This design comes from an exercise in tuning for small area, a short achievable clock period and few clock cycles per item on the open sky130 flow, not from production work.
In this exercise RTL edits were held to simulation tests only and were not proved equivalent to the original.

`flow/run.sh`:
```
#!/bin/bash
# synth_recipe.tcl (not shown) runs the flow's synth.tcl, then flattens the netlist and writes it again
# the make line also repeats each setting of config.mk as NAME=value (left out here)
make -C /OpenROAD-flow-scripts/flow DESIGN_CONFIG=/design/flow/config.mk WORK_HOME=/design/flow/orfs CLKGATE_MAP_FILE= SYNTH_SCRIPT=/design/flow/synth_recipe.tcl finish
```
`flow/config.mk`:
```
export PLATFORM = sky130hd
export DESIGN_NAME = hyperbolic_exp_cordic
export DESIGN_NICKNAME = hyperbolic_exp_cordic
export VERILOG_FILES = /design/flow/design.v
export SDC_FILE = /design/flow/constraint.sdc
export NUM_CORES = 4
export LEC_CHECK = 0
export CAP_MARGIN = 20
export CORE_MARGIN = 2
export CORE_UTILIZATION = 40
export SETUP_SLACK_MARGIN = 2.5
export SLEW_MARGIN = 20
```
`flow/constraint.sdc`:
```
create_clock -name core_clock -period 5.5 [get_ports {clk}]
set_input_delay 1.1000 -clock core_clock [delete_from_list [all_inputs] [get_ports {clk}]]
set_output_delay 1.1000 -clock core_clock [all_outputs]
set_load 0.01 [all_outputs]
```
`flow/design.v`:
```
module hyperbolic_exp_cordic (
    input rstn,
    input clk,
    input signed [NUM_W - 1:0] z0,
    input in_valid,
    output in_ready,
    output reg signed [NUM_W - 1:0] w,
    output reg out_valid,
    input out_ready
);
    localparam NUM_W = 16;
    wire adv = !out_valid || out_ready;
    assign in_ready = adv;
    reg v0;
    reg [15:0] z_0;
    reg [3:0] dc_0;   
    wire [14:0] s0_u = z0[14:0] ^ {15{z0[15]}};
    wire s0_e1 = (s0_u < 15'd9000);
    wire s0_e2 = (s0_e1 ? (s0_u < 15'd4815) : (s0_u < 15'd13185));
    wire s0_e3 = (s0_e1 ? (s0_e2 ? (s0_u < 15'd2756) : (s0_u < 15'd6874)) : (s0_e2 ? (s0_u < 15'd11126) : (s0_u < 15'd15244)));
    wire s0_e4 = (s0_e1 ? (s0_e2 ? (s0_e3 ? (s0_u < 15'd1731) : (s0_u < 15'd3781)) : (s0_e3 ? (s0_u < 15'd5849) : (s0_u < 15'd7899))) : (s0_e2 ? (s0_e3 ? (s0_u < 15'd10101) : (s0_u < 15'd12151)) : (s0_e3 ? (s0_u < 15'd14219) : (s0_u < 15'd16269))));
    always @(posedge clk) if (!rstn) v0 <= 1'b0; else if (adv) v0 <= in_valid;
    always @(posedge clk) if (adv) begin z_0 <= z0; dc_0 <= {s0_e4, s0_e3, s0_e2, s0_e1} ^ {4{z0[15]}}; end
    reg v1;
    reg [4:0] d_1;    
    reg [8:0] y_1;    
    reg ok_1, sg_1;
    wire [15:0] s1_c = (dc_0[3] ? (dc_0[2] ? (dc_0[1] ? (dc_0[0] ? (z_0[15] ? 16'd18318 : 16'd318) : (z_0[15] ? 16'd9948 : 16'd57484)) : (dc_0[0] ? (z_0[15] ? 16'd14200 : 16'd61736) : (z_0[15] ? 16'd5830 : 16'd53366))) : (dc_0[1] ? (dc_0[0] ? (z_0[15] ? 16'd16268 : 16'd63804) : (z_0[15] ? 16'd7898 : 16'd55434)) : (dc_0[0] ? (z_0[15] ? 16'd12150 : 16'd59686) : (z_0[15] ? 16'd3780 : 16'd51316)))) : (dc_0[2] ? (dc_0[1] ? (dc_0[0] ? (z_0[15] ? 16'd16268 : 16'd63804) : (z_0[15] ? 16'd7898 : 16'd55434)) : (dc_0[0] ? (z_0[15] ? 16'd12150 : 16'd59686) : (z_0[15] ? 16'd3780 : 16'd51316))) : (dc_0[1] ? (dc_0[0] ? (z_0[15] ? 16'd14218 : 16'd61754) : (z_0[15] ? 16'd5848 : 16'd53384)) : (dc_0[0] ? (z_0[15] ? 16'd10100 : 16'd57636) : (z_0[15] ? 16'd1730 : 16'd49266)))));
    wire [15:0] s1_y = z_0 + s1_c;
    wire s1_ok = ~|s1_y[15:11];
    always @(posedge clk) if (!rstn) v1 <= 1'b0; else if (adv) v1 <= v0;
    always @(posedge clk) if (adv) begin
        d_1 <= {dc_0, z_0[15]};
        y_1 <= s1_y[9:1];
        ok_1 <= s1_ok;
        sg_1 <= s1_ok ? ~s1_y[10] : s1_y[15];
    end
    reg v2;
    reg [15:0] w_2;
    reg [8:0] d_2;   
    wire [10:0] s2_d = ok_1 ? {y_1[0], ~y_1[0], ~y_1[1], ~y_1[2], ~y_1[3], ~y_1[4], ~y_1[5], ~y_1[6], ~y_1[7], ~y_1[8], sg_1} : {11{sg_1}};   
    wire [15:0] s2_w = (s2_d[1] ? (s2_d[0] ? (d_1[4] ? (d_1[3] ? (d_1[2] ? (d_1[1] ? (d_1[0] ? 16'd5443 : 16'd16324) : (d_1[0] ? 16'd9070 : 16'd27208)) : (d_1[1] ? (d_1[0] ? 16'd6996 : 16'd20988) : (d_1[0] ? 16'd11659 : 16'd34977))) : (d_1[2] ? (d_1[1] ? (d_1[0] ? 16'd6167 : 16'd18500) : (d_1[0] ? 16'd10279 : 16'd30833)) : (d_1[1] ? (d_1[0] ? 16'd7929 : 16'd23785) : (d_1[0] ? 16'd13214 : 16'd39640)))) : (d_1[3] ? (d_1[2] ? (d_1[1] ? (d_1[0] ? 16'd6168 : 16'd18500) : (d_1[0] ? 16'd10279 : 16'd30833)) : (d_1[1] ? (d_1[0] ? 16'd7930 : 16'd23786) : (d_1[0] ? 16'd13214 : 16'd39640))) : (d_1[2] ? (d_1[1] ? (d_1[0] ? 16'd6989 : 16'd20966) : (d_1[0] ? 16'd11649 : 16'd34943)) : (d_1[1] ? (d_1[0] ? 16'd8985 : 16'd26955) : (d_1[0] ? 16'd14975 : 16'd44925))))) : (d_1[4] ? (d_1[3] ? (d_1[2] ? (d_1[1] ? (d_1[0] ? 16'd5794 : 16'd17376) : (d_1[0] ? 16'd9654 : 16'd28962)) : (d_1[1] ? (d_1[0] ? 16'd7447 : 16'd22341) : (d_1[0] ? 16'd12411 : 16'd37233))) : (d_1[2] ? (d_1[1] ? (d_1[0] ? 16'd6564 : 16'd19693) : (d_1[0] ? 16'd10941 : 16'd32822)) : (d_1[1] ? (d_1[0] ? 16'd8439 : 16'd25319) : (d_1[0] ? 16'd14066 : 16'd42198)))) : (d_1[3] ? (d_1[2] ? (d_1[1] ? (d_1[0] ? 16'd6565 : 16'd19693) : (d_1[0] ? 16'd10941 : 16'd32822)) : (d_1[1] ? (d_1[0] ? 16'd8440 : 16'd25320) : (d_1[0] ? 16'd14066 : 16'd42198))) : (d_1[2] ? (d_1[1] ? (d_1[0] ? 16'd7439 : 16'd22318) : (d_1[0] ? 16'd12399 : 16'd37197)) : (d_1[1] ? (d_1[0] ? 16'd9564 : 16'd28693) : (d_1[0] ? 16'd15939 : 16'd47823)))))) : (s2_d[0] ? (d_1[4] ? (d_1[3] ? (d_1[2] ? (d_1[1] ? (d_1[0] ? 16'd5615 : 16'd16842) : (d_1[0] ? 16'd9356 : 16'd28070)) : (d_1[1] ? (d_1[0] ? 16'd7218 : 16'd21654) : (d_1[0] ? 16'd12029 : 16'd36087))) : (d_1[2] ? (d_1[1] ? (d_1[0] ? 16'd6361 : 16'd19086) : (d_1[0] ? 16'd10605 : 16'd31811)) : (d_1[1] ? (d_1[0] ? 16'd8179 : 16'd24539) : (d_1[0] ? 16'd13632 : 16'd40898)))) : (d_1[3] ? (d_1[2] ? (d_1[1] ? (d_1[0] ? 16'd6362 : 16'd19086) : (d_1[0] ? 16'd10605 : 16'd31811)) : (d_1[1] ? (d_1[0] ? 16'd8180 : 16'd24540) : (d_1[0] ? 16'd13632 : 16'd40898))) : (d_1[2] ? (d_1[1] ? (d_1[0] ? 16'd7209 : 16'd21630) : (d_1[0] ? 16'd12017 : 16'd36051)) : (d_1[1] ? (d_1[0] ? 16'd9269 : 16'd27809) : (d_1[0] ? 16'd15449 : 16'd46351))))) : (d_1[4] ? (d_1[3] ? (d_1[2] ? (d_1[1] ? (d_1[0] ? 16'd5976 : 16'd17926) : (d_1[0] ? 16'd9960 : 16'd29880)) : (d_1[1] ? (d_1[0] ? 16'd7683 : 16'd23049) : (d_1[0] ? 16'd12805 : 16'd38415))) : (d_1[2] ? (d_1[1] ? (d_1[0] ? 16'd6772 : 16'd20317) : (d_1[0] ? 16'd11287 : 16'd33862)) : (d_1[1] ? (d_1[0] ? 16'd8705 : 16'd26121) : (d_1[0] ? 16'd14512 : 16'd43536)))) : (d_1[3] ? (d_1[2] ? (d_1[1] ? (d_1[0] ? 16'd6773 : 16'd20317) : (d_1[0] ? 16'd11287 : 16'd33862)) : (d_1[1] ? (d_1[0] ? 16'd8706 : 16'd26122) : (d_1[0] ? 16'd14512 : 16'd43536))) : (d_1[2] ? (d_1[1] ? (d_1[0] ? 16'd7675 : 16'd23026) : (d_1[0] ? 16'd12791 : 16'd38377)) : (d_1[1] ? (d_1[0] ? 16'd9866 : 16'd29603) : (d_1[0] ? 16'd16445 : 16'd49341)))))));
    always @(posedge clk) if (!rstn) v2 <= 1'b0; else if (adv) v2 <= v1;
    always @(posedge clk) if (adv) begin w_2 <= s2_w; d_2 <= s2_d[10:2]; end
    reg v3;
    reg [15:0] w_3;
    reg [7:0] d_3;
    always @(posedge clk) if (!rstn) v3 <= 1'b0; else if (adv) v3 <= v2;
    always @(posedge clk) if (adv) begin w_3 <= w_2 + ({16{d_2[0]}} ^ (w_2 >> 7)) + d_2[0]; d_3 <= d_2[8:1]; end
    reg v4;
    reg [15:0] w_4;
    reg [6:0] d_4;
    always @(posedge clk) if (!rstn) v4 <= 1'b0; else if (adv) v4 <= v3;
    always @(posedge clk) if (adv) begin w_4 <= w_3 + ({16{d_3[0]}} ^ (w_3 >> 8)) + d_3[0]; d_4 <= d_3[7:1]; end
    reg v5;
    reg [15:0] w_5;
    reg [5:0] d_5;
    always @(posedge clk) if (!rstn) v5 <= 1'b0; else if (adv) v5 <= v4;
    always @(posedge clk) if (adv) begin w_5 <= w_4 + ({16{d_4[0]}} ^ (w_4 >> 9)) + d_4[0]; d_5 <= d_4[6:1]; end
    reg v6;
    reg [15:0] w_6;
    reg [4:0] d_6;
    always @(posedge clk) if (!rstn) v6 <= 1'b0; else if (adv) v6 <= v5;
    always @(posedge clk) if (adv) begin w_6 <= w_5 + ({16{d_5[0]}} ^ (w_5 >> 10)) + d_5[0]; d_6 <= d_5[5:1]; end
    reg v7;
    reg [15:0] w_7;
    reg [3:0] d_7;
    always @(posedge clk) if (!rstn) v7 <= 1'b0; else if (adv) v7 <= v6;
    always @(posedge clk) if (adv) begin w_7 <= w_6 + ({16{d_6[0]}} ^ (w_6 >> 11)) + d_6[0]; d_7 <= d_6[4:1]; end
    reg v8;
    reg [15:0] w_8;
    reg [2:0] d_8;
    always @(posedge clk) if (!rstn) v8 <= 1'b0; else if (adv) v8 <= v7;
    always @(posedge clk) if (adv) begin w_8 <= w_7 + ({16{d_7[0]}} ^ (w_7 >> 12)) + d_7[0]; d_8 <= d_7[3:1]; end
    reg v9;
    reg [15:0] w_9;
    reg [1:0] d_9;
    always @(posedge clk) if (!rstn) v9 <= 1'b0; else if (adv) v9 <= v8;
    always @(posedge clk) if (adv) begin w_9 <= w_8 + ({16{d_8[0]}} ^ (w_8 >> 13)) + d_8[0]; d_9 <= d_8[2:1]; end
    reg v10;
    reg [15:0] w_10;
    reg [0:0] d_10;
    always @(posedge clk) if (!rstn) v10 <= 1'b0; else if (adv) v10 <= v9;
    always @(posedge clk) if (adv) begin w_10 <= w_9 + ({16{d_9[0]}} ^ (w_9 >> 13)) + d_9[0]; d_10 <= d_9[1:1]; end
    always @(posedge clk) if (!rstn) out_valid <= 1'b0; else if (adv) out_valid <= v10;
    always @(posedge clk) if (adv) w <= w_10 + ({16{d_10[0]}} ^ (w_10 >> 14)) + d_10[0];
endmodule
```
==> flow_summary.toml, run 1 <==
[clocking]
clock_sinks = 252
insertion_delay_ns = 0.60
cts.clk_slew.worst_paths_ns = 0.06
cts_tree = "built"
root_buffer = "clkbuf_16"
clock_path_buffers = 3
numCtsBuffers = 30
ctsHtreeMaxLevel = 1

[sta]
rsz0062_at_grt = "yes"
period_minus_slack_ns = 3.424
skew_ns = 0.03712
finalCritPeriodShare_pct = 62.26
fmax_mhz = 292.0
worst_pin_slew_ns = 1.033
setup_violations = 0
drv_slew = 0
slew_headroom_pct = 31.16
tns_ns = 0
finalHoldWorstSlack_ns = 0.3911
fin_ws_ns = 2.076
final-hold-violation-count = 0

[hold_path]
hp-class = "reg2reg"
hold-path-cell-count = 0

[setup_path]
path_cells = "inv_6 > ha_4 > xnor2_2 > ha_2 > inv_2 > fa_2 > nor2b_2 > o21ai_2 > a21boi_2 > o31ai_2 > a211o_1 > and2_4 > nor4b_4 > o311ai_2 > o21bai_1"
cp-start-kind = "register"
end_kind = "register"
cp_slowest_cell = "edfxtp_1"
max_stage_delay_ns = 0.50
critical_path_class = "reg2reg"
cp.arrival_ns = 3.74
worstRegToRegCells = 15
worstPathRequired_ns = 5.82
r2r_slack_ns = 2.08
cp_max_fo = 4

[final_layout]
nNetsFinal = 2196
area_growth_pct = 24.48
postLayoutCellArea_um2 = 22470
utilization_pct = 50.60
final_cells = 2620
multi_input_area_um2 = 11240
drive_gt1_share_pct = 22.39
fill_cells = 3951
seq_area_um2 = 7447
diodes = 0

[drt]
drt-total-wl_um = 46880
route.met3.wl_um = 2285
drt-met1-wl_um = 20420
drt_iter0_markers = 1229
drtAntennaViolNets = 0
drt-vias-per-instance = 5.724
dr.pass1.iters = 6
drc = 0
vias = 14997
met2WireLength_um = 22720
highest_layer = "met4"
wl_per_cell_um = 17.89

[synth]
syn_nets = 2048
ys_types = 85
syn_area_per_cell_um2 = 9.727
syn_area_um2 = 18050
synthArstFlopShare_pct = 0
ys.flop_type = "edfxtp_1"
seq_area_frac_synth_pct = 41.25
synthCells = 1856
ys_seq_elements = 252
yosys_warnings = 1
synth_edf_count = 240

[global_routing]
grt_usage_pct = 19.00
grt_overflow = 0
antenna_found_initial = 0
first_global_vias = 14481
grt_max_degree = 195
grt_pass1_wl_um = 73620

[placement]
gp_congestion = 0.9305
place_area_um2 = 19190
placedCellCount = 2412
dp_hpwl_um = 29190
portBuffers = 37
dpl_worst_slack_ns = 1.005

[floorplan]
core_region_area_um2 = 44410
floorplan.rows = 77
num_io_pins = 38
dieHeight_um = 216.4
dieArea_um2 = 46850
die_w_um = 216.4
start_util_pct = 40.65

[run_status]
status = "complete, no violations"

[job]
maxCapViolations = 0
[sequential cells by signal (all words and copies together), names as in the netlist, 6 cells and up]
signal and cells:
d_4 7, w 16, w_9 16, y_1 9
w_5 16, d_5 6, w_2 16, d_3 8
w_10 16, d_2 9, w_6 16, w_7 16
z_0 15, w_8 16, w_4 16, w_3 16
[final timing paths]
kind / from / to
hold reg to reg: d_2[8]$_DFFE_PP_ / d_3[7]$_DFFE_PP_
setup reg to reg: dc_0[1]$_DFFE_PP_ / sg_1$_DFFE_PP_
setup / recovery: dc_0[1]$_DFFE_PP_ / sg_1$_DFFE_PP_
hold / removal: d_2[8]$_DFFE_PP_ / d_3[7]$_DFFE_PP_
[timing repair]
action                                  CTS  global route
resized for setup                       154           134
endpoints found under the setup margin   62            45
setup buffers                            95            50
pin swaps                                62            89
cloned                                    5             2
hold buffers                              0             0
[Yosys cell counts, types with 16 or more instances]
master / n / area share, %
edfxtp_1: 240 / 40
ha_1: 162 / 11
a21oi_1: 157 / 4.4
nand2_1: 154 / 3.2
nor2_1: 153 / 3.2
xnor2_1: 120 / 5.8
o21ai_0: 114 / 3.2
clkbuf_1: 70 / 1.5
inv_1: 62 / 1.3
nor3_1: 56 / 1.6
nand3_1: 52 / 1.4
xor2_1: 36 / 1.7
a31oi_1: 33 / 1.1
a21o_1: 32 / 1.3
o211ai_1: 27 / 1.1
o21bai_1: 27 / 1.1
a211oi_1: 18 / 0.75
nor2b_1: 17 / 0.59
o31ai_1: 16 / 0.67
[layout make-up]
| class | count | share of cell area, % |
|---|---|---|
| clock buffers | 36 | 3.441 |
| flip-flops and latches | 252 | 33.14 |
| clock inverters | 20 | 0.8630 |
| multi-input cells | 1444 | 50.01 |
| inverters | 67 | 1.269 |
| well taps | 592 | 3.296 |
| repair buffers | 207 | 7.906 |
| repair inverters | 2 | 0.07795 |
[per-layer routing]
metal / vias to the layer above / global-route usage (%)
met5: - / 0
met4: 0 / 6.461
met3: 88 / 2.316
met2: 417 / 32.45
met1: 7196 / 24.95
li1: 7296 / -
[kinds of logic after synthesis]
logic type	after synthesis	synth area share (%)
DFF	252	41.25
and+or+nand+nor	528	13.65
buffers and inverters	160	3.437
AOI/OAI and AO/OA	572	20.66
adders and majority gates	173	12.39
xor gates and xnor gates	156	7.568
muxes	15	1.046
[critical path: cells and delay by family (launching register included)]
family | cells | cell delay [ns]
xor gates and xnor gates | 1 | 0.16
buffers and inverters | 2 | 0.16
AOI/OAI and AO/OA | 6 | 1.12
and+or+nand+nor | 3 | 0.44
adders and majority gates | 3 | 0.79
DFF | 1 | 0.50
[layout by cell type (no fill, tap or decap), drive strengths merged, types with 12 or more instances in the layout]
cell type      instances
buf                  172
a21o                  33
nor2                 153
clkinv                19
a221oi                13
dfxtp                 12
edfxtp               240
inv                   63
ha                   162
xnor2                120
a21boi                14
xor2                  36
o31ai                 16
o21ai                115
and2                  14
o211ai                27
nor2b                 17
clkdlybuf4s50         19
o22ai                 15
and3                  16
a21oi                157
nand3                 52
a31oi                 34
nor3                  56
nand2b                14
clkbuf                47
o21bai                27
a31o                  14
a211oi                18
nand2                154
Testbench counts, summed over its fixed seeds: cycles 1,120, items 1,024.
==> run 2, diff against run 1 <==
--- a/flow/config.mk
+++ b/flow/config.mk
@@ -6,7 +6,8 @@
 export NUM_CORES = 4
 export LEC_CHECK = 0
+export ABC_AREA = 1
 export CAP_MARGIN = 20
 export CORE_MARGIN = 2
 export CORE_UTILIZATION = 40
-export SETUP_SLACK_MARGIN = 2.5
+export SETUP_SLACK_MARGIN = 2.7
 export SLEW_MARGIN = 20
==> run 2 against run 1 <==
Compared with the run above: still clean; critical path depth down 1; global-route usage up 0.14 points; first-iteration DRC count down 12%; sequential cell count unchanged; cell area down 5.9%; synthesized area down 4.6%; non-clock buffer count down 53; largest cell class unchanged.
==> flow_summary.toml, run 2 <==
[sta]
fin_ws_ns = 2.732
rsz0062_at_grt = "yes"
finalCritPeriodShare_pct = 50.33
slew_headroom_pct = 28.61
final-hold-violation-count = 0
drv_slew = 0
skew_ns = 0.01638
setup_violations = 0
fmax_mhz = 361.3
period_minus_slack_ns = 2.768
tns_ns = 0
worst_pin_slew_ns = 1.071

[clocking]
numCtsBuffers = 28
clock_path_buffers = 3
insertion_delay_ns = 0.56
ctsHtreeMaxLevel = 1
root_buffer = "clkbuf_16"
cts_tree = "built"
clock_sinks = 252
cts_hold_buffers = 0
cts.clk_slew.worst_paths_ns = 0.06

[drt]
drt-vias-per-instance = 5.400
drt-total-wl_um = 44220
drtAntennaViolNets = 0
wl_per_cell_um = 16.88
drt_iter0_markers = 1085
dr.pass1.iters = 6
drc = 0
vias = 14143

[global_routing]
antenna_found_initial = 0
grt_max_degree = 205
first_global_vias = 13641
grt_usage_pct = 19.15
grt_overflow = 0
grt_pass1_wl_um = 68900

[setup_path]
critical_path_class = "reg2reg"
worstPathRequired_ns = 5.80
end_kind = "register"
cp.arrival_ns = 3.07
cp-start-kind = "register"
cp_max_fo = 3

[final_layout]
drive_gt1_share_pct = 17.41
postLayoutCellArea_um2 = 21150
nNetsFinal = 2243
fill_cells = 3914
final_common_cell = "nand2_1"
utilization_pct = 49.44
diodes = 0
area_growth_pct = 22.81
final_cell_mix = "nand2_1 (323), edfxtp_1 (240), inv_1 (178)"

[job]
maxCapViolations = 0

[synth]
seq_area_frac_synth_pct = 43.23
ys_top_cells_by_area = "edfxtp_1 (42%), ha_1 (12%), nand2_1 (7.4%)"
ys.flop_type = "edfxtp_1"
yosys-top-cells-count = "nand2_1 (338), edfxtp_1 (240), inv_1 (190)"
syn_area_per_cell_um2 = 9.075
synth_edf_count = 240
synthArstFlopShare_pct = 0
yosysTopAreaCell = "edfxtp_1"
ys_types = 54
yosys_warnings = 1
synthCells = 1898
ys_seq_elements = 252
synth_top_area_share_pct = 41.84
syn_area_um2 = 17230
synthMostInstantiatedCell = "nand2_1"
syn_nets = 2090

[floorplan]
core_region_area_um2 = 42790
dieHeight_um = 211.5
die_w_um = 211.5
num_io_pins = 38
dieArea_um2 = 44740
start_util_pct = 40.25
floorplan.rows = 76

[placement]
gp_congestion = 0.9465
dpl_worst_slack_ns = 1.803
portBuffers = 37
place_area_um2 = 18340
dp_hpwl_um = 30340

[hold_path]
hp-class = "reg2reg"

[run_status]
status = "complete, no violations"
## run 2: changes by cell type after synthesis, sizes merged, moves of 33 or more
cell and delta:
nor3 -38, nand2 +186, xnor2 -66, nand3 +33, xor2 +91, clkbuf -44, inv +130
## run 2: logic make-up (layout without fill, tap and decap cells)
logic type | after synthesis | in the layout | synth area share [%]
adder cells (fa/ha/maj) | 172 | 172 | 12.93
flip-flops | 252 | 252 | 43.23
XOR/XNOR | 181 | 181 | 9.378
AO/OA/AOI/OAI | 434 | 434 | 14.47
AND/OR/NAND/NOR | 630 | 630 | 14.85
buffers and inverters | 229 | 404 | 5.143
## run 2: layout make-up
| cell class | instances | area, um^2 | share of cell area, % |
|---|---|---|---|
| timing repair buffer | 154 | 1365 | 6.453 |
| clock buffer | 32 | 715.7 | 3.383 |
| inverter | 196 | 762.0 | 3.602 |
| timing repair inverter | 2 | 17.52 | 0.08281 |
| multi-input combinational | 1417 | 9966 | 47.11 |
| clock inverter | 20 | 197.7 | 0.9345 |
| tap | 546 | 683.2 | 3.229 |
| sequential | 252 | 7447 | 35.20 |
## run 2: routing by layer
layer / global-route usage [%] / share of wire [%] / vias up / routed length, um
li1: - / - / 6937 / -
met1: 24.82 / 43 / 6611 / 19010
met2: 31.84 / 47 / 453 / 20740
met3: 2.581 / 5.5 / 142 / 2418
met4: 8.791 / 4.6 / 0 / 2049
met5: 0 / 0 / - / 0
## run 2: worst paths after layout
path	start	endpoint	slack, ns	cells past startpoint
max	dc_0[1]$_DFFE_PP_	sg_1$_DFFE_PP_	2.73	14
min	d_6[1]$_DFFE_PP_	d_7[0]$_DFFE_PP_	0.41	0
max reg2reg	dc_0[1]$_DFFE_PP_	sg_1$_DFFE_PP_	2.73	14
min reg2reg	d_6[1]$_DFFE_PP_	d_7[0]$_DFFE_PP_	0.41	0
## run 2: stage by stage
| step | hold WS (ns) | cells |
|---|---|---|
| 2_1_floorplan | 0.4003 | 1898 |
| 3_3_place_gp | 0.4010 | 2458 |
| 3_5_place_dp | 0.4045 | 2459 |
| 4_1_cts | 0.4107 | 2567 |
| 5_1_grt | 0.4166 | 2619 |
| 6_report | 0.4127 | 2619 |
## run 2: worst max-delay path, cell delays in order (launching register included)
cell      delay, ns
edfxtp_1       0.43
inv_2          0.13
ha_4           0.22
xnor2_2        0.15
ha_2           0.22
inv_2          0.05
fa_2           0.37
o21ai_4        0.19
a21oi_4        0.08
o21ai_2        0.14
nand2_1        0.08
nand2_2        0.08
a21oi_2        0.05
o211ai_1       0.22
o21bai_1       0.10
## run 2: what timing repair did
action	CTS	global route
setup endpoints to repair	54	51
pin swaps	13	43
gates cloned	2	1
gates resized for setup	75	186
buffers inserted	54	51
==> run 3, diff against run 2 <==
--- a/flow/config.mk
+++ b/flow/config.mk
@@ -10,4 +10,4 @@
 export CORE_MARGIN = 2
 export CORE_UTILIZATION = 40
-export SETUP_SLACK_MARGIN = 2.7
+export SETUP_SLACK_MARGIN = 2.2
 export SLEW_MARGIN = 20
==> run 3 against run 2 <==
Compared with the run above: critical path depth decreased by 9; wire length is 7.8% lower; critical path type is now in2out; maximum frequency down 14%; count of clock-buffer cells in the layout up 1; register-to-register slack lost 0.40 ns; highest routed layer unchanged; cell area shrank 8.2%; hold slack better by 0.0050 ns; first-iteration DRC count grew 16%.
==> flow_summary.toml, run 3 <==
[drt]
drtAntennaViolNets = 0
dr.pass1.iters = 6
vias = 13642
drc = 0
drt_iter0_markers = 1262
drt-total-wl_um = 40780
wl_per_cell_um = 16.10
drt-vias-per-instance = 5.386

[sta]
skew_ns = 0.01180
fmax_mhz = 309.6
period_minus_slack_ns = 3.230
final-hold-violation-count = 0
fin_ws_ns = 2.270
slew_headroom_pct = 37.43
setup_violations = 0
drv_slew = 0
finalCritPeriodShare_pct = 58.72
worst_pin_slew_ns = 0.9324
rsz0062_at_grt = "yes"
tns_ns = 0

[placement]
gp_congestion = 0.9882
portBuffers = 37
dpl_worst_slack_ns = 1.173
dp_hpwl_um = 30010
place_area_um2 = 18240

[setup_path]
crit_start = "out_ready"
critical_path_class = "in2out"
r2r_end = "w_2[4]$_DFFE_PP_"
endpoint = "in_ready"
worstPathRequired_ns = 4.40
cp.arrival_ns = 2.13
end_kind = "output port"
cp-start-kind = "primary input"
reg2reg_from = "sg_1$_DFFE_PP_"
worstRegToRegCells = 8
cp_max_fo = 12
r2r_slack_ns = 2.33

[synth]
synth_edf_count = 240
yosys-top-cells-count = "nand2_1 (338), edfxtp_1 (240), inv_1 (190)"
yosys_warnings = 1
syn_nets = 2090
seq_area_frac_synth_pct = 43.23
syn_area_per_cell_um2 = 9.075
ys_top_cells_by_area = "edfxtp_1 (42%), ha_1 (12%), nand2_1 (7.4%)"
synthMostInstantiatedCell = "nand2_1"
yosysTopAreaCell = "edfxtp_1"
ys.flop_type = "edfxtp_1"
ys_types = 54
synthCells = 1898
syn_area_um2 = 17230
ys_seq_elements = 252
synthArstFlopShare_pct = 0
synth_top_area_share_pct = 41.84

[clocking]
ctsHtreeMaxLevel = 1
cts_hold_buffers = 0
cts.clk_slew.worst_paths_ns = 0.06
root_buffer = "clkbuf_16"
clock_sinks = 252
clock_path_buffers = 3
numCtsBuffers = 28
cts_tree = "built"
insertion_delay_ns = 0.55

[final_layout]
final_common_cell = "nand2_1"
final_cell_mix = "nand2_1 (338), edfxtp_1 (240), inv_1 (187), a21oi_1 (187), nor2_1 (168)"
drive_gt1_share_pct = 5.184
utilization_pct = 45.39
postLayoutCellArea_um2 = 19420
nNetsFinal = 2157
diodes = 0
area_growth_pct = 12.76

[run_status]
status = "complete, no violations"

[floorplan]
start_util_pct = 40.25
core_region_area_um2 = 42790
die_w_um = 211.5
num_io_pins = 38
dieArea_um2 = 44740
floorplan.rows = 76
dieHeight_um = 211.5

[global_routing]
grt_usage_pct = 18.21
antenna_found_initial = 0
first_global_vias = 13033
grt_pass1_wl_um = 65940
grt_overflow = 0
grt_max_degree = 206

[job]
maxCapViolations = 0

[hold_path]
hold_start = "d_4[4]$_DFFE_PP_"
hp-class = "reg2reg"
==> run 3: cell counts after synthesis <==
Identical to the previous run, type by type.
==> run 3: layout make-up <==
class	count	area (um^2)
Clock inverter	19	226.5
Inverter	196	752.0
Timing Repair inverter	2	17.52
Timing Repair Buffer	68	635.6
Sequential cell	252	7447
Tap cell	546	683.2
Multi-Input combinational cell	1417	8921
Fill cell	4033	23370
Clock buffer	33	740.7
==> run 3: metal layers <==
metal / vias up / wire length [um] / global-route usage, %
li1: 6766 / - / -
met1: 6352 / 18400 / 24.95
met2: 419 / 18760 / 29.65
met3: 105 / 2395 / 2.655
met4: 0 / 1225 / 5.974
met5: - / 0 / 0
==> run 3: worst max-delay path: stages <==
cell and delay, ns:
clkdlybuf4s50_1 0.40, nor2_1 0.14, buf_6 0.16, inv_16 0.05, dlygate4sd2_1 0.28
==> run 3: worst min-delay path by stage <==
| stage | cells after the start | slack, ns | to |
|---|---|---|---|
| floorplan | 0 | 0.40 | d_10$_DFFE_PP_ |
| global placement | 0 | 0.40 | d_3[6]$_DFFE_PP_ |
| detailed placement | 0 | 0.41 | d_5[3]$_DFFE_PP_ |
| CTS | 0 | 0.41 | d_7[1]$_DFFE_PP_ |
| global route | 0 | 0.42 | d_7[1]$_DFFE_PP_ |
| finish | 0 | 0.42 | d_5[3]$_DFFE_PP_ |
==> run 3: timing repair <==
item / in CTS / in global routing
setup buffers: 3 / 15
gates resized for setup: 9 / 15
setup endpoints to repair: 6 / 13
gates cloned: 2 / 0
==> run 3: cell families (layout without fill, tap and decap cells) <==
group	count (synthesis)	after routing	share of synthesized area (%)
XOR/XNOR	181	181	9.378
AND/OR/NAND/NOR	630	630	14.85
AO/OA/AOI/OAI	434	434	14.47
buffers and inverters	229	318	5.143
flip-flops	252	252	43.23
adder cells (fa/ha/maj)	172	172	12.93
==> run 3: stage by stage <==
stage,hold WS [ns],std cells
after floorplan,0.4003,1898
after global placement,0.4037,2460
after detailed placement,0.4056,2460
after CTS,0.4126,2517
after global routing,0.4233,2533
final,0.4176,2533
==> run 4, diff against run 3 <==
--- a/flow/config.mk
+++ b/flow/config.mk
@@ -10,4 +10,4 @@
 export CORE_MARGIN = 2
 export CORE_UTILIZATION = 40
-export SETUP_SLACK_MARGIN = 2.2
+export SETUP_SLACK_MARGIN = 2.5
 export SLEW_MARGIN = 20
==> run 4 against run 3 <==
Compared with the run above: synthesized area stayed put; via count hardly changed; clock skew is 0.0042 ns higher; count of clock-buffer cells in the layout stayed put; critical path depth is 2 higher; die area stayed put; global-route usage is 0.32 points higher; wire length is 2.8% higher; sequential cell count stayed put.
==> flow_summary.toml, run 4 <==
[final_layout]
drive_gt1_share_pct = 9.014
final_common_cell = "nand2_1"
postLayoutCellArea_um2 = 19990
fill_cells = 4085
final_cell_mix = "nand2_1 (331), edfxtp_1 (240), inv_1 (184)"
seq_area_um2 = 7447
diodes = 0
area_growth_pct = 16.07
multi_input_area_um2 = 9174
utilization_pct = 46.73
nNetsFinal = 2190
final_cells = 2565

[drt]
vias = 13630
drtAntennaViolNets = 0
dr.pass1.iters = 6
wl_per_cell_um = 16.35
drc = 0
drt-total-wl_um = 41930
drt_iter0_markers = 1206
drt-vias-per-instance = 5.314

[synth]
synth_top_area_share_pct = 41.84
synth_edf_count = 240
yosysTopAreaCell = "edfxtp_1"
ys_top_cells_by_area = "edfxtp_1 (42%), ha_1 (12%), nand2_1 (7.4%)"
yosys-top-cells-count = "nand2_1 (338), edfxtp_1 (240), inv_1 (190)"
ys.flop_type = "edfxtp_1"
syn_area_per_cell_um2 = 9.075
synthMostInstantiatedCell = "nand2_1"
synthCells = 1898
ys_types = 54
synthArstFlopShare_pct = 0
ys_seq_elements = 252
syn_area_um2 = 17230
yosys_warnings = 1
seq_area_frac_synth_pct = 43.23
syn_nets = 2090

[floorplan]
floorplan.rows = 76
die_w_um = 211.5
dieHeight_um = 211.5
start_util_pct = 40.25
num_io_pins = 38
core_region_area_um2 = 42790
dieArea_um2 = 44740

[sta]
rsz0062_at_grt = "yes"
tns_ns = 0
final-hold-violation-count = 0
finalHoldWorstSlack_ns = 0.4169
skew_ns = 0.01597
worst_pin_slew_ns = 1.034
finalCritPeriodShare_pct = 52.55
drv_slew = 0
period_minus_slack_ns = 2.890
fmax_mhz = 346.0
slew_headroom_pct = 31.05
setup_violations = 0

[setup_path]
cp_max_fo = 36
worstPathRequired_ns = 5.77
r2r_end = "w_2[5]$_DFFE_PP_"
endpoint = "w_2[5]$_DFFE_PP_"
end_kind = "register"
max_stage_delay_ns = 0.48
cp.arrival_ns = 3.16
crit_top_cell = "nand2_1"
cp-start-kind = "register"
cp_slowest_cell = "clkinv_1"
worstRegToRegCells = 7
path_cells = "buf_4 > nand2_1 > clkinv_1 > a21oi_1 > o211ai_1 > o221ai_1 > nand2_1"
reg2reg_from = "d_1[4]$_DFFE_PP_"
crit_start = "d_1[4]$_DFFE_PP_"
critical_path_class = "reg2reg"
r2r_slack_ns = 2.61

[clocking]
cts_hold_buffers = 0
clock_sinks = 252
cts.clk_slew.worst_paths_ns = 0.06
root_buffer = "clkbuf_16"
cts_tree = "built"
ctsHtreeMaxLevel = 1
numCtsBuffers = 27
insertion_delay_ns = 0.55
clock_path_buffers = 3

[placement]
gp_congestion = 0.9292
place_area_um2 = 18250
portBuffers = 37
dp_hpwl_um = 30010
placedCellCount = 2461

[global_routing]
first_global_vias = 13244
grtUsageMet2_pct = 31.65
grt_pass1_wl_um = 66960
grt_usage_pct = 18.53
top_usage_layer = "met2"
use_met3_pct = 2.077
grt_overflow = 0
use_met1_pct = 24.21
grt_max_degree = 183
antenna_found_initial = 0

[job]
maxCapViolations = 0

[hold_path]
hp-class = "reg2reg"

[run_status]
status = "complete, no violations"
## run 4: routing by layer
| metal | share of wire [%] | routed length [um] |
|---|---|---|
| met5 | 0 | 0 |
| met4 | 3.4 | 1443 |
| met3 | 4.8 | 1997 |
| met2 | 47 | 19560 |
| met1 | 45 | 18930 |
## run 4: how the worst min path moves through the flow
stage | cells past startpoint | slack, ns | endpoint | startpoint
3_5_place_dp | 0 | 0.40 | d_3[6]$_DFFE_PP_ | d_2[7]$_DFFE_PP_
6_report | 0 | 0.42 | d_3[6]$_DFFE_PP_ | d_2[7]$_DFFE_PP_
3_3_place_gp | 0 | 0.40 | d_6[0]$_DFFE_PP_ | d_5[1]$_DFFE_PP_
4_1_cts | 0 | 0.42 | d_3[6]$_DFFE_PP_ | d_2[7]$_DFFE_PP_
2_1_floorplan | 0 | 0.40 | d_10$_DFFE_PP_ | d_9[1]$_DFFE_PP_
5_1_grt | 0 | 0.42 | d_3[6]$_DFFE_PP_ | d_2[7]$_DFFE_PP_
## run 4: cell type report
type	count	share of cell area (%)
multi-input combinational	1417	45.88
sequential	252	37.25
timing repair buffer	102	4.537
inverter	196	3.786
clock buffer	33	3.492
tap	546	3.417
clock inverter	17	1.552
timing repair inverter	2	0.08761
## run 4: per-stage QoR
| step | setup slack, ns |
|---|---|
| floorplan | 2.446 |
| global placement | 1.325 |
| detailed placement | 1.344 |
| CTS | 2.378 |
| global route | 2.381 |
| finish | 2.610 |
## run 4: what timing repair did
| action | in CTS | in global routing |
|---|---|---|
| resized for setup | 29 | 89 |
| pin swaps | 3 | 21 |
| hold endpoints to repair | 0 | 0 |
| setup buffers | 19 | 33 |
| endpoints found under the setup margin | 20 | 35 |
| gates cloned | 2 | 0 |
## run 4: worst max-delay path: cells and delay by family, from the launching register on
kind / cells / cell delay (ns)
buf+inv: 2 / 0.74
compound gates: 3 / 0.87
flops: 1 / 0.36
simple gates: 2 / 0.60
## run 4: logic make-up after synthesis
logic type               share of synthesized area (%)
adder cells (fa/ha/maj)                          12.93
buffers and inverters                            5.143
AND/OR/NAND/NOR                                  14.85
XOR/XNOR                                         9.378
AO/OA/AOI/OAI                                    14.47
flip-flops                                       43.23
==> run 5, diff against run 4 <==
--- a/flow/config.mk
+++ b/flow/config.mk
@@ -10,4 +10,7 @@
 export CORE_MARGIN = 2
 export CORE_UTILIZATION = 40
+export CTS_BUF_LIST = sky130_fd_sc_hd__clkbuf_16
+export CTS_CLUSTER_DIAMETER = 80
+export CTS_CLUSTER_SIZE = 40
 export SETUP_SLACK_MARGIN = 2.5
 export SLEW_MARGIN = 20
==> run 5 against run 4 <==
Compared with the run above: synthesized area did not move; hold slack improved by 0.0042 ns; utilization fell by 0.92 points; still clean on timing, DRC and antenna; synthesized cell count did not move; cell count fell by 0.86%; global-route usage fell by 0.29 points; die area did not move; highest routed layer unchanged; largest cell class unchanged.
==> flow_summary.toml, run 5 <==
[setup_path]
cp.arrival_ns = 3.20
worstPathRequired_ns = 5.83
cp_max_fo = 36
cp-start-kind = "register"
critical_path_class = "reg2reg"
reg2reg_from = "d_1[4]$_DFFE_PP_"
end_kind = "register"
crit_start = "d_1[4]$_DFFE_PP_"

[synth]
synthCells = 1898
synthArstFlopShare_pct = 0
synth_top_area_share_pct = 41.84
ys_top_cells_by_area = "edfxtp_1 (42%), ha_1 (12%), nand2_1 (7.4%)"
seq_area_frac_synth_pct = 43.23
synth_edf_count = 240
syn_area_um2 = 17230
synth.area.mux_share_pct = 0
synthMostInstantiatedCell = "nand2_1"
synthXorXnorAreaFrac_pct = 9.377
syn_area_per_cell_um2 = 9.075
yosysTopAreaCell = "edfxtp_1"
syn_nets = 2090
yosys_warnings = 1
ys_types = 54
synth_compound_area_share_pct = 14.47
synth_top_family_by_area = "simple AND/OR/NAND/NOR gates"
yosys-top-cells-count = "nand2_1 (338), edfxtp_1 (240), inv_1 (190)"
synth_simple_gate_area_share_pct = 14.85
ys.flop_type = "edfxtp_1"
synth_fa_ha_area_share_pct = 12.93
ys_seq_elements = 252

[global_routing]
grt_usage_pct = 18.24
grt_overflow = 0
grt_pass1_wl_um = 66170
antenna_found_initial = 0
grt_max_degree = 183
first_global_vias = 13091

[drt]
drt_iter0_markers = 1237
drc = 0
drt-vias-per-instance = 5.327
drt-total-wl_um = 41460
dr.pass1.iters = 6
wl_per_cell_um = 16.30
vias = 13546
drtAntennaViolNets = 0

[floorplan]
floorplan.rows = 76
dieArea_um2 = 44740
dieHeight_um = 211.5
start_util_pct = 40.25
die_w_um = 211.5
core_region_area_um2 = 42790
num_io_pins = 38

[clocking]
root_buffer = "clkbuf_16"
cts_hold_buffers = 0
ctsHtreeMaxLevel = 1
cts_tree = "built"
clock_sinks = 252
numCtsBuffers = 15
insertion_delay_ns = 0.50
clock_path_buffers = 3
cts.clk_slew.worst_paths_ns = 0.12

[sta]
finalCritPeriodShare_pct = 52.23
rsz0062_at_grt = "yes"
final-hold-violation-count = 0
fmax_mhz = 348.1
finalHoldWorstSlack_ns = 0.4210
drv_slew = 0
setup_violations = 0
skew_ns = 0.03605
tns_ns = 0
worst_pin_slew_ns = 1.043
slew_headroom_pct = 30.48
period_minus_slack_ns = 2.873

[final_layout]
final_common_cell = "nand2_1"
diodes = 0
postLayoutCellArea_um2 = 19600
area_growth_pct = 13.79
drive_gt1_share_pct = 9.364
nNetsFinal = 2181
fill_cells = 4135
final_cell_mix = "nand2_1 (330), edfxtp_1 (240), inv_1 (183)"

[placement]
portBuffers = 37
place_area_um2 = 18250
dp_hpwl_um = 30010
gp_congestion = 0.9292

[run_status]
status = "complete, no violations"

[job]
maxCapViolations = 0

[hold_path]
hp-class = "reg2reg"
hold_start = "d_3[1]$_DFFE_PP_"
==> run 5: path summary, 6_finish.rpt <==
kind	end	slack (ns)	depth (start not counted)
max	w_2[9]$_DFFE_PP_	2.63	8
min	d_4[0]$_DFFE_PP_	0.42	0
max reg2reg	w_2[9]$_DFFE_PP_	2.63	8
min reg2reg	d_4[0]$_DFFE_PP_	0.42	0
==> run 5: area by class of cell <==
cell class              count  area, um^2  share of cell area [%]
multi-input cells        1417        9226                   47.07
clock inverters             9       131.4                  0.6702
inverters                 196       763.2                   3.894
flip-flops and latches    252        7447                   37.99
repair buffers            105       932.1                   4.756
repair inverters            2       17.52                 0.08937
well taps                 546       683.2                   3.485
clock buffers              16       400.4                   2.043
==> run 5: what timing repair did <==
action / 4_1_cts / 5_1_grt
resized for setup: 30 / 112
gates cloned: 2 / 0
pin swaps: 3 / 22
buffers inserted: 20 / 35
setup endpoints to repair: 21 / 38
==> run 5: stage by stage <==
step | instances | utilization [%] | setup slack [ns]
after global routing | 2543 | 45.81 | 2.441
after CTS | 2508 | 44.39 | 2.380
after detailed placement | 2461 | 42.64 | 1.344
after floorplan | 1898 | - | 2.446
after global placement | 2461 | 42.64 | 1.325
final | 2543 | 45.81 | 2.627
==> run 5: layer usage <==
layer / track usage [%] / part of all wire (%) / up-vias
li1: - / - / 6809
met1: 23.93 / 45 / 6272
met3: 1.988 / 4.4 / 95
met5: 0 / 0 / -
met4: 6.605 / 3.3 / 0
met2: 31.16 / 47 / 370
==> run 5: logic make-up (layout without fill, tap and decap cells) <==
kind of cell               after synthesis  after routing
and+or+nand+nor                        630            630
AOI/OAI and AO/OA                      434            434
DFF                                    252            252
buffers and inverters                  229            328
xor gates and xnor gates               181            181
adders and majority gates              172            172
==> run 5: critical path: stages (launching register included) <==
cell	delay [ns]
edfxtp_1	0.39
buf_4	0.27
nand2_1	0.50
clkinvlp_4	0.43
nor2_2	0.34
o21ai_0	0.20
o2111ai_1	0.12
o21ai_0	0.21
o21ai_0	0.21
==> run 6, diff against run 5 <==
--- a/flow/config.mk
+++ b/flow/config.mk
@@ -10,7 +10,6 @@
 export CORE_MARGIN = 2
 export CORE_UTILIZATION = 40
-export CTS_BUF_LIST = sky130_fd_sc_hd__clkbuf_16
-export CTS_CLUSTER_DIAMETER = 80
-export CTS_CLUSTER_SIZE = 40
+export CTS_CLUSTER_DIAMETER = 100
+export CTS_CLUSTER_SIZE = 25
 export SETUP_SLACK_MARGIN = 2.5
 export SLEW_MARGIN = 20
==> run 6 against run 5 <==
Compared with the run above: utilization decreased by 0.40 points; non-clock buffer count increased by 1; first-iteration DRC count decreased by 5.9%; largest cell class unchanged; critical path depth increased by 7; via count decreased by 0.14%.
==> flow_summary.toml, run 6 <==
[final_layout]
postLayoutCellArea_um2 = 19430
nNetsFinal = 2181
drive_gt1_share_pct = 8.066
diodes = 0
final_common_cell = "nand2_1"
final_cells = 2542
area_growth_pct = 12.81
final_cell_mix = "nand2_1 (335), edfxtp_1 (240), inv_1 (184)"

[synth]
synth_edf_count = 240
synthCells = 1898
syn_area_per_cell_um2 = 9.075
syn_area_um2 = 17230
ys_seq_elements = 252
seq_area_frac_synth_pct = 43.23
yosys_warnings = 1
ys_top_cells_by_area = "edfxtp_1 (42%), ha_1 (12%), nand2_1 (7.4%)"
yosys-top-cells-count = "nand2_1 (338), edfxtp_1 (240), inv_1 (190)"
synthArstFlopShare_pct = 0
synthMostInstantiatedCell = "nand2_1"
syn_nets = 2090
synth_top_area_share_pct = 41.84
ys_types = 54
ys.flop_type = "edfxtp_1"
yosysTopAreaCell = "edfxtp_1"

[global_routing]
grt_usage_pct = 18.22
first_global_vias = 13003
grt_pass1_wl_um = 66070
grt_overflow = 0
grt_max_degree = 183
antenna_found_initial = 0

[sta]
rsz0062_at_grt = "yes"
fmax_mhz = 339.7
tns_ns = 0
finalCritPeriodShare_pct = 53.52
skew_ns = 0.02214
drv_slew = 0
period_minus_slack_ns = 2.944
final-hold-violation-count = 0
slew_headroom_pct = 31.62
setup_violations = 0
worst_pin_slew_ns = 1.026

[hold_path]
hp-class = "reg2reg"
hold_start = "d_3[1]$_DFFE_PP_"
holdPathEnd = "d_4[0]$_DFFE_PP_"
hold-path-cell-count = 0

[clocking]
ctsHtreeMaxLevel = 1
root_buffer = "clkbuf_16"
cts_hold_buffers = 0
clock_path_buffers = 3
clock_sinks = 252
insertion_delay_ns = 0.49
numCtsBuffers = 14
cts.clk_slew.worst_paths_ns = 0.09
cts_tree = "built"

[placement]
dp_hpwl_um = 30010
placedCellCount = 2461
portBuffers = 37
gp_congestion = 0.9292
place_area_um2 = 18250

[setup_path]
cp_max_fo = 5
worstPathRequired_ns = 5.76
r2r_slack_ns = 2.60
reg2reg_from = "d_1[4]$_DFFE_PP_"
worstRegToRegCells = 8
cp.arrival_ns = 3.21
cp-start-kind = "primary input"
end_kind = "register"
critical_path_class = "in2reg"
r2r_end = "w_2[9]$_DFFE_PP_"

[drt]
vias = 13527
drt_iter0_markers = 1164
drt-total-wl_um = 41430
drt-vias-per-instance = 5.321
drtAntennaViolNets = 0
wl_per_cell_um = 16.30
dr.pass1.iters = 8
drc = 0

[floorplan]
core_region_area_um2 = 42790
dieArea_um2 = 44740
dieHeight_um = 211.5
die_w_um = 211.5
start_util_pct = 40.25
num_io_pins = 38
floorplan.rows = 76

[run_status]
status = "complete, no violations"

[job]
maxCapViolations = 0
run 6: changes by cell type in the layout (fill, tap and decap cells not counted), moves of 2 or more:
cell / change
inv_4: -2
o21ai_1: +6
a21oi_2: -2
clkbuf_1: +4
ha_1: +2
nand2_1: +5
inv_8: -4
ha_2: -2
clkdlybuf4s50_1: +8
inv_12: -3
dlymetal6s2s_1: -8
o21ai_2: -6
nand2_2: -5
run 6: layout make-up:
type	count	area [um^2]
Tap cell	546	683.2
Inverter	196	754.5
Clock inverter	3	53.80
Multi-Input combinational cell	1417	9155
Sequential cell	252	7447
Timing Repair Buffer	106	915.9
Clock buffer	20	404.1
Fill cell	4166	23360
Timing Repair inverter	2	17.52
run 6: routing by layer:
metal / global-route usage (%) / wire length [um] / part of all wire [%] / vias up
met3: 1.854 / 1787 / 4.3 / 69
li1: - / - / - / 6804
met1: 24.09 / 18770 / 45 / 6312
met4: 5.415 / 1036 / 2.5 / 0
met2: 31.59 / 19840 / 48 / 342
met5: 0 / 0 / 0 / -
run 6: timing repair:
action | CTS | global route
cloned | 2 | 0
gates resized for setup | 29 | 77
pin swaps | 3 | 15
endpoints found under the setup margin | 21 | 36
buffers inserted | 20 | 36
run 6: metrics by stage:
stage	setup slack (ns)	hold WS, ns	util, %
after floorplan	2.446	0.4003	-
after global placement	1.325	0.4024	42.64
after detailed placement	1.344	0.4045	42.64
after CTS	2.374	0.4170	44.21
after global routing	2.320	0.4215	45.41
final	2.556	0.4166	45.41
run 6: cell families (layout without fill, tap and decap cells):
family                   Yosys count  after routing  share of synthesized area (%)
adder cells (fa/ha/maj)          172            172                          12.93
buffers and inverters            229            327                          5.143
AO/OA/AOI/OAI                    434            434                          14.47
XOR/XNOR                         181            181                          9.378
AND/OR/NAND/NOR                  630            630                          14.85
flip-flops                       252            252                          43.23
run 6: worst max path at each step:
stage / slack [ns] / startpoint / end / cells after the start
global route: 2.32 / z0[3] / dc_0[3]$_DFFE_PP_ / 20
CTS: 2.37 / out_ready / in_ready / 5
finish: 2.56 / z0[13] / dc_0[3]$_DFFE_PP_ / 15
floorplan: 2.45 / out_ready / in_ready / 3
global placement: 1.32 / z0[15] / dc_0[3]$_DFFE_PP_ / 18
detailed placement: 1.34 / z0[15] / dc_0[3]$_DFFE_PP_ / 19
run 6: worst max-delay path: stages:
cell and delay (ns):
clkdlybuf4s50_1 0.58, xor2_2 0.24, nand2_1 0.14, nor2_1 0.20
nand2_1 0.08, nor2_1 0.10, nor2_1 0.05, nand2_1 0.07
nand2_1 0.13, a21oi_1 0.18, nand2_1 0.07, nand3_1 0.09
nand3_1 0.08, nand2_1 0.06, nand2_1 0.04
==> run 7, diff against run 6 <==
--- a/flow/config.mk
+++ b/flow/config.mk
@@ -11,5 +11,5 @@
 export CORE_UTILIZATION = 40
 export CTS_CLUSTER_DIAMETER = 100
-export CTS_CLUSTER_SIZE = 25
+export CTS_CLUSTER_SIZE = 30
 export SETUP_SLACK_MARGIN = 2.5
 export SLEW_MARGIN = 20
==> run 7 against run 6 <==
Compared with the run above: non-clock buffer count is 1 higher; sequential share of layout area fell by 0.16 points; count of clock-buffer cells in the layout is 3 lower; synthesized cell count unchanged; sequential cell count is the same; clock skew is 0.021 ns higher; global-route usage about the same; highest routed layer unchanged.
==> flow_summary.toml, run 7 <==
[floorplan]
dieArea_um2 = 44740
num_io_pins = 38
core_region_area_um2 = 42790
start_util_pct = 40.25
floorplan.rows = 76
die_w_um = 211.5
dieHeight_um = 211.5

[global_routing]
grt_usage_pct = 18.20
grt_pass1_wl_um = 66020
grt_overflow = 0
first_global_vias = 13056
antenna_found_initial = 0
grt_max_degree = 183

[placement]
dp_hpwl_um = 30010
placedCellCount = 2461
portBuffers = 37
gp_congestion = 0.9292

[setup_path]
crit_top_cell = "o21ai_0"
crit_buf_inv = 2
cp-start-kind = "register"
cp.arrival_ns = 3.19
end_kind = "register"
path_cells = "buf_4 > nand2_1 > clkinvlp_4 > nor2_2 > o21ai_0 > o2111ai_1 > o21ai_0 > o21ai_0"
max_stage_delay_ns = 0.48
critical_path_class = "reg2reg"
cp_max_fo = 36
cp_slowest_cell = "nand2_1"
worstPathRequired_ns = 5.82
critical-path-top-delay-family = "simple AND/OR/NAND/NOR gates"

[job]
maxCapViolations = 0

[clocking]
ctsHtreeMaxLevel = 1
cts_hold_buffers = 0
clock_sinks = 252
cts.clk_slew.worst_paths_ns = 0.11
insertion_delay_ns = 0.51
numCtsBuffers = 13
clock_path_buffers = 3
root_buffer = "clkbuf_16"
cts_tree = "built"

[sta]
drv_slew = 0
tns_ns = 0
skew_ns = 0.04304
final-hold-violation-count = 0
setup_violations = 0
fmax_mhz = 348.6
finalCritPeriodShare_pct = 52.15
rsz0062_at_grt = "yes"
slew_headroom_pct = 31.26
worst_pin_slew_ns = 1.031
period_minus_slack_ns = 2.869

[hold_path]
hp-class = "reg2reg"

[synth]
syn_area_um2 = 17230
seq_area_frac_synth_pct = 43.23
synth_edf_count = 240
synthMostInstantiatedCell = "nand2_1"
synthCells = 1898
ys_types = 54
yosysTopAreaCell = "edfxtp_1"
yosys_warnings = 1
yosys-top-cells-count = "nand2_1 (338), edfxtp_1 (240), inv_1 (190)"
ys_top_cells_by_area = "edfxtp_1 (42%), ha_1 (12%), nand2_1 (7.4%)"
synth_top_area_share_pct = 41.84
syn_nets = 2090
ys.flop_type = "edfxtp_1"
syn_area_per_cell_um2 = 9.075
synthArstFlopShare_pct = 0
ys_seq_elements = 252

[final_layout]
drive_gt1_share_pct = 9.018
final_common_cell = "nand2_1"
nNetsFinal = 2181
area_growth_pct = 13.27
final_cells = 2542
multi_input_area_um2 = 9235
fill_cells = 4138
final_cell_mix = "nand2_1 (330), edfxtp_1 (240), inv_1 (183)"
diodes = 0
seq_area_um2 = 7447

[run_status]
status = "complete, no violations"

[drt]
drc = 0
drt_iter0_markers = 1188
dr.pass1.iters = 6
vias = 13559
drt-total-wl_um = 41480
drtAntennaViolNets = 0
drt-vias-per-instance = 5.334
wl_per_cell_um = 16.32
==> run 7: stage by stage <==
stage | worst slack (ns) | area, um^2 | hold WS, ns | util (%)
6_report | 2.631 | 19510 | 0.4253 | 45.60
5_1_grt | 2.442 | 19510 | 0.4342 | 45.60
4_1_cts | 2.379 | 18890 | 0.4264 | 44.14
3_5_place_dp | 1.344 | 18250 | 0.4045 | 42.64
3_3_place_gp | 1.325 | 18250 | 0.4024 | 42.64
2_1_floorplan | 2.446 | 17250 | 0.4003 | -
==> run 7: cell type report <==
class                   count  area share [%]
inverters                 196           3.912
well taps                 546           3.501
multi-input cells        1417           47.33
clock inverters             5          0.3463
repair buffers            107           4.854
repair inverters            2         0.08978
clock buffers              17           1.796
flip-flops and latches    252           38.17
==> run 7: layer usage <==
layer / wire length (um) / vias up / share of wire [%] / track usage [%]
met4: 1378 / 0 / 3.3 / 6.387
li1: - / 6801 / - / -
met2: 19740 / 357 / 48 / 31.36
met5: 0 / - / 0 / 0
met1: 18550 / 6310 / 45 / 23.80
met3: 1812 / 91 / 4.4 / 1.914
==> run 7: logic make-up (layout without fill, tap and decap cells) <==
logic type | Yosys count | after routing | share of synthesized area, %
xor+xnor | 181 | 181 | 9.378
flops | 252 | 252 | 43.23
compound gates | 434 | 434 | 14.47
simple gates | 630 | 630 | 14.85
fa+ha+maj | 172 | 172 | 12.93
buf+inv | 229 | 327 | 5.143
==> run 7: what timing repair did <==
action,CTS,global route
resized for setup,30,109
endpoints found under the setup margin,20,39
pin swaps,3,25
cloned,2,0
buffers inserted,21,36
==> run 7: worst paths after layout <==
kind	from	end	slack, ns	cells after the start
min reg2reg	d_2[6]$_DFFE_PP_	d_3[5]$_DFFE_PP_	0.43	0
max reg2reg	d_1[4]$_DFFE_PP_	w_2[9]$_DFFE_PP_	2.63	8
max	d_1[4]$_DFFE_PP_	w_2[9]$_DFFE_PP_	2.63	8
min	d_2[6]$_DFFE_PP_	d_3[5]$_DFFE_PP_	0.43	0
==> run 7: worst reg2reg max path, stage by stage, from the launching register on <==
cell        delay, ns
edfxtp_1         0.38
buf_4            0.26
nand2_1          0.51
clkinvlp_4       0.43
nor2_2           0.34
o21ai_0          0.22
o2111ai_1        0.13
o21ai_0          0.20
o21ai_0          0.21
==> run 8, diff against run 7 <==
--- a/flow/config.mk
+++ b/flow/config.mk
@@ -14,2 +14,3 @@
 export SETUP_SLACK_MARGIN = 2.5
 export SLEW_MARGIN = 20
+export TNS_END_PERCENT = 5
==> run 8 against run 7 <==
Compared with the run above: clock skew fell by 0.0019 ns; critical path depth fell by 3; die area did not move; count of clock-buffer cells in the layout did not move; via count fell by 0.61%; cell area fell by 0.99%; critical endpoint is now in_ready; highest routed layer unchanged.
==> flow_summary.toml, run 8 <==
[clocking]
clock_path_buffers = 3
ctsHtreeMaxLevel = 1
cts.clk_slew.worst_paths_ns = 0.11
clock_sinks = 252
root_buffer = "clkbuf_16"
numCtsBuffers = 13
insertion_delay_ns = 0.51
cts_tree = "built"

[placement]
portBuffers = 37
dp_hpwl_um = 30010
dpl_worst_slack_ns = 1.344
gp_congestion = 0.9292

[setup_path]
r2r_slack_ns = 2.57
end_kind = "output port"
worstRegToRegCells = 8
cp-start-kind = "primary input"
reg2reg_from = "d_1[4]$_DFFE_PP_"
r2r_end = "w_2[9]$_DFFE_PP_"
crit_buf_inv = 4
cp_max_fo = 2
path_cells = "clkdlybuf4s50_1 > nor2_1 > buf_6 > inv_16 > buf_2"
cp.arrival_ns = 1.95
max_stage_delay_ns = 0.40
critical-path-top-delay-family = "buffers and inverters"
cp_slowest_cell = "clkdlybuf4s50_1"
worstPathRequired_ns = 4.40
critical_path_class = "in2out"

[global_routing]
grt_pass1_wl_um = 65600
grt_max_degree = 183
grt_overflow = 0
first_global_vias = 12950
grt_usage_pct = 18.09
antenna_found_initial = 0

[synth]
synthCells = 1898
seq_area_frac_synth_pct = 43.23
ys_top_cells_by_area = "edfxtp_1 (42%), ha_1 (12%), nand2_1 (7.4%)"
ys_seq_elements = 252
synth_top_area_share_pct = 41.84
yosys_warnings = 1
synth_edf_count = 240
yosysTopAreaCell = "edfxtp_1"
synthMostInstantiatedCell = "nand2_1"
syn_nets = 2090
ys.flop_type = "edfxtp_1"
ys_types = 54
synthArstFlopShare_pct = 0
syn_area_per_cell_um2 = 9.075
yosys-top-cells-count = "nand2_1 (338), edfxtp_1 (240), inv_1 (190)"
syn_area_um2 = 17230

[drt]
dr.pass1.iters = 5
drc = 0
vias = 13476
drtAntennaViolNets = 0
drt-total-wl_um = 41310
drt_iter0_markers = 1139
wl_per_cell_um = 16.29
drt-vias-per-instance = 5.314

[final_layout]
nNetsFinal = 2175
final_cell_mix = "nand2_1 (334), edfxtp_1 (240), inv_1 (186)"
fill_cells = 4153
utilization_pct = 45.15
area_growth_pct = 12.15
final_common_cell = "nand2_1"
drive_gt1_share_pct = 7.236
diodes = 0

[sta]
final-hold-violation-count = 0
skew_ns = 0.04111
tns_ns = 0
period_minus_slack_ns = 3.048
fmax_mhz = 328.1
finalCritPeriodShare_pct = 55.42
finalHoldWorstSlack_ns = 0.4281
setup_violations = 0
worst_pin_slew_ns = 1.012
fin_ws_ns = 2.452
drv_slew = 0
rsz0062_at_grt = "yes"
slew_headroom_pct = 32.53

[floorplan]
dieArea_um2 = 44740
dieHeight_um = 211.5
floorplan.rows = 76
start_util_pct = 40.25
core_region_area_um2 = 42790
die_w_um = 211.5
num_io_pins = 38

[hold_path]
hold_start = "d_2[6]$_DFFE_PP_"
holdPathEnd = "d_3[5]$_DFFE_PP_"
hold-path-cell-count = 0
hp-class = "reg2reg"

[job]
maxCapViolations = 0

[run_status]
status = "complete, no violations"
run 8: cell counts after synthesis:
No cell type changed its count.
run 8: timing repair:
| item | 4_1_cts | 5_1_grt |
|---|---|---|
| setup endpoints to repair | 20 | 48 |
| cloned | 2 | 0 |
| buffers inserted | 9 | 42 |
| hold buffers | 0 | 0 |
| pin swaps | 1 | 11 |
| gates resized for setup | 14 | 80 |
run 8: area by class of cell:
class	count	area [um^2]	share of cell area, %
Inverter	196	754.5	3.905
Multi-Input combinational cell	1417	9114	47.18
Tap cell	546	683.2	3.536
Clock inverter	5	67.56	0.3497
Sequential cell	252	7447	38.55
Timing Repair inverter	2	17.52	0.09067
Clock buffer	17	350.3	1.813
Timing Repair Buffer	101	884.6	4.579
run 8: kinds of logic (layout without fill, tap and decap cells):
| kind of cell | count (synthesis) | count (layout) | synth area share [%] |
|---|---|---|---|
| and+or+nand+nor | 630 | 630 | 14.85 |
| AOI/OAI and AO/OA | 434 | 434 | 14.47 |
| DFF | 252 | 252 | 43.23 |
| buffers and inverters | 229 | 321 | 5.143 |
| xor gates and xnor gates | 181 | 181 | 9.378 |
| adders and majority gates | 172 | 172 | 12.93 |
run 8: how the worst max path moves through the flow:
stage | slack (ns) | end | startpoint | cells after the start
floorplan | 2.45 | in_ready | out_ready | 3
global placement | 1.32 | dc_0[3]$_DFFE_PP_ | z0[15] | 18
detailed placement | 1.34 | dc_0[3]$_DFFE_PP_ | z0[15] | 19
CTS | 2.36 | w_4[14]$_DFFE_PP_ | d_3[0]$_DFFE_PP_ | 12
global route | 2.35 | w_10[14]$_DFFE_PP_ | d_9[0]$_DFFE_PP_ | 12
finish | 2.45 | in_ready | out_ready | 5
run 8: stage by stage:
stage          instances  cell area, um^2
2_1_floorplan       1898            17250
3_3_place_gp        2461            18250
3_5_place_dp        2461            18250
4_1_cts             2494            18770
5_1_grt             2536            19320
6_report            2536            19320
run 8: per-layer routing:
metal	global-route usage (%)	routed length, um
met1	23.70	18610
met2	31.03	19460
met3	1.914	1870
met4	6.484	1367
met5	0	0

==> port drivers added, routing unchanged <==
The flow's constraints put no driver on any port. The routed layouts listed below were extracted and timed again, unchanged, in two steps.
Step 1 assumes that a clkbuf_16 drives the clock port and a buf_2 every other input.
Step 2 adds t to the input delays and takes it off the output delays; t is the mean of the earliest and latest rising clock arrival at the registers after step 1. Input paths then give back, and output paths get back, about the clock's delay inside the block.
a / b / c = ideal / step 1 / step 2; a / b = the first two.
run | shift t [ns] | setup slack, ns | worst setup path after step 2
run 1 | 0.631 | 2.076 / 2.076 / 1.731 | input to register
run 2 | 0.599 | 2.732 / 2.713 / 2.273 | input to register
run 3 | 0.593 | 2.270 / 2.248 / 1.839 | input to register
run 4 | 0.587 | 2.610 / 2.610 / 2.093 | input to register
run 5 | 0.533 | 2.627 / 2.627 / 2.164 | input to register
run 6 | 0.533 | 2.556 / 2.579 / 2.046 | input to register
run 7 | 0.538 | 2.631 / 2.631 / 2.152 | input to register
run 8 | 0.538 | 2.452 / 2.431 / 2.114 | input to register
After both steps every run listed still meets setup and hold. For run 4, which loses most, drivers alone change the setup slack by 0.000 ns; drivers and shift together by -0.517 ns.
